What follows belongs to an exercise in optimizing a design on an open flow for small area and a short achievable clock period; a production flow would make more cautious choices.
Function was checked by simulation only, so behaviour that the tests miss may differ from the original.

==> trial 25 <==
Design main32, start of the top module:
module main32 (
    input rst, clk,
    input [3:0] rSelect,
    output [31:0] regOut, PCOut,
    output [3:0] flagOut,
    input [31:0] instIn,
    output [7:0] memAddr,
    output [31:0] memWData,
    output memWE,
    input [31:0] memRData
);
  wire [31:0] inst = instIn;
  wire [2:0] op = inst[31:29];
  wire [2:0] sp = inst[28:26];
  wire [1:0] ip = inst[25:24];
  wire [3:0] rd = inst[23:20];
  wire [3:0] ra = inst[19:16];
  wire [3:0] rb = inst[15:12];
  wire [15:0] imm = inst[15:0];
  wire isB0 = (op == 3'd0);
  wire isB1 = (op == 3'd1);
  wire isCMP = (op == 3'd2);
  wire isMISC = (op == 3'd3);
  wire isAR = (op == 3'd4);
  wire isLS = (op == 3'd5);
  wire isWR = (op == 3'd6);
  wire isJMP = (op == 3'd7);
  wire [511:0] rfq;
  wire [31:0] A, B;
  mc_rporta u_ra (.q(rfq), .inst(inst), .y(A));
  mc_rportb u_rb (.q(rfq), .inst(inst), .y(B));
  mc_rport u_ro (.q(rfq), .s(rSelect), .y(regOut));
  wire us = sp[2];
  wire isSRA = (sp == 3'b101);
  wire sgnA = isB1 ? isSRA : us;
  wire [31:0] am, bn, bm;
  ...
==> flow/config.mk <==
export PLATFORM = sky130hd
export DESIGN_NAME = main32
export DESIGN_NICKNAME = main32
export VERILOG_FILES = /design/flow/design.v
export SDC_FILE = /design/flow/constraint.sdc
export NUM_CORES = 8
export LEC_CHECK = 0
export CAP_MARGIN = 20
export CORE_MARGIN = 2
export CORE_UTILIZATION = 30
export SLEW_MARGIN = 20
export SYNTH_HIERARCHICAL = 1
==> flow/constraint.sdc <==
create_clock -name core_clock -period 560.0 [get_ports {clk}]
set_input_delay 112.0000 -clock core_clock [delete_from_list [all_inputs] [get_ports {clk}]]
set_output_delay 112.0000 -clock core_clock [all_outputs]
set_load 0.01 [all_outputs]
standard.sh (not shown) runs the stock make flow with config.mk's settings and CLKGATE_MAP_FILE= SYNTH_SCRIPT=/design/flow/synth_recipe.tcl, a recipe that flattens the netlist after the stock synthesis.
==> flow/flow/run.sh <==
#!/bin/bash
# Own layout flow: the standard synthesis, then the standard ORFS layout with
#  - the port buffers set to buf_2 (the default picks the weakest buffer, a delay cell),
#  - ORFS's repair_timing (after CTS and after global routing) allowed to upsize gates
#    (no buffering) on paths with less than 332.5 ns of slack at the 560 ns clock.
# Each tool's full output goes to its own log here (synth.log, layout.log) and to
# ORFS's logs under orfs/logs/.
set -euo pipefail
bash standard.sh synth > synth.log 2>&1
bash standard.sh "BUFFER_PORTS_ARGS=-buffer_cell sky130_fd_sc_hd__buf_2" \
  SETUP_SLACK_MARGIN=332.5 SETUP_MOVE_SEQUENCE=sizeup,swap finish > layout.log 2>&1
==> inputs of build 10, as changes to trial 25 <==
- CTS_CLUSTER_DIAMETER: default -> 60
- CTS_CLUSTER_SIZE: default -> 25
==> results.txt <==
quantity                                                                            trial 25      build 10
Final clock-cell share                                                                 1.87%         1.22%
Number of inserted diodes                                                                 13            20
Met3 Wirelength                                                                     62200 um      61600 um
Non-clock buffer total of the final layout                                               458           457
GRT met1 Usage                                                                         40.9%         41.2%
Data arrival, critical path                                                        115.27 ns     115.31 ns
Non-clk buf share                                                                      3.48%         3.50%
Actual slew at the worst max-slew pin                                                1.38 ns       1.32 ns
PnR worst setup slack                                                              332.73 ns     332.69 ns
Status                                                              timing/DRC/antenna clean  timing/DRC/antenna clean
Max stage delay on crit path                                                         0.91 ns       0.90 ns
GRT Overall Usage                                                                      30.8%         30.7%
Clock latency (worst-skew pair)                                                      0.64 ns       0.69 ns
Crit Reg-Reg Endpoint                                                             rf[1].q[6]  rf[11].q[19]
Antenna violations before repair                                                          26            35
Multi-input combinational cell area                                               0.0591 mm2    0.0592 mm2
Headroom to the max-slew limit                                                         8.09%         11.9%
Clock input transition at the sequential cells of the worst setup and hold paths     0.07 ns       0.09 ns
Multi-input gate share of total cell area                                              68.6%         69.0%
Hold Slack                                                                          0.481 ns      0.485 ns
Core utilization of the finished layout                                                33.9%         33.7%

[afterwards: timing with drivers on the ports]
No port has a modelled driver above. Below, the same layouts with a new extraction and two added sets of constraints.
Step 1 assumes that a clkbuf_16 drives the clock port and a buf_2 every other input.
Step 2 also shifts input and output timing later by t, the mid clock arrival at the registers, as if the neighbouring blocks saw the same clock.
a / b / c = ideal ports / drivers / drivers and shift; a / b = the first two.
run | t, ns | setup WS [ns] | worst setup path at the end | slew at the worst register clock pin (ns)
trial 25 | 0.691 | 332.725 / 332.691 / 332.691 | input to output | 0.09 / 0.09
build 10 | 0.748 | 332.694 / 332.658 / 332.658 | input to output | 0.10 / 0.10
After both steps setup and hold are still met in every run listed. The setup slack of build 10, which loses most, moves by -0.036 ns with the drivers and by -0.036 ns with both steps.
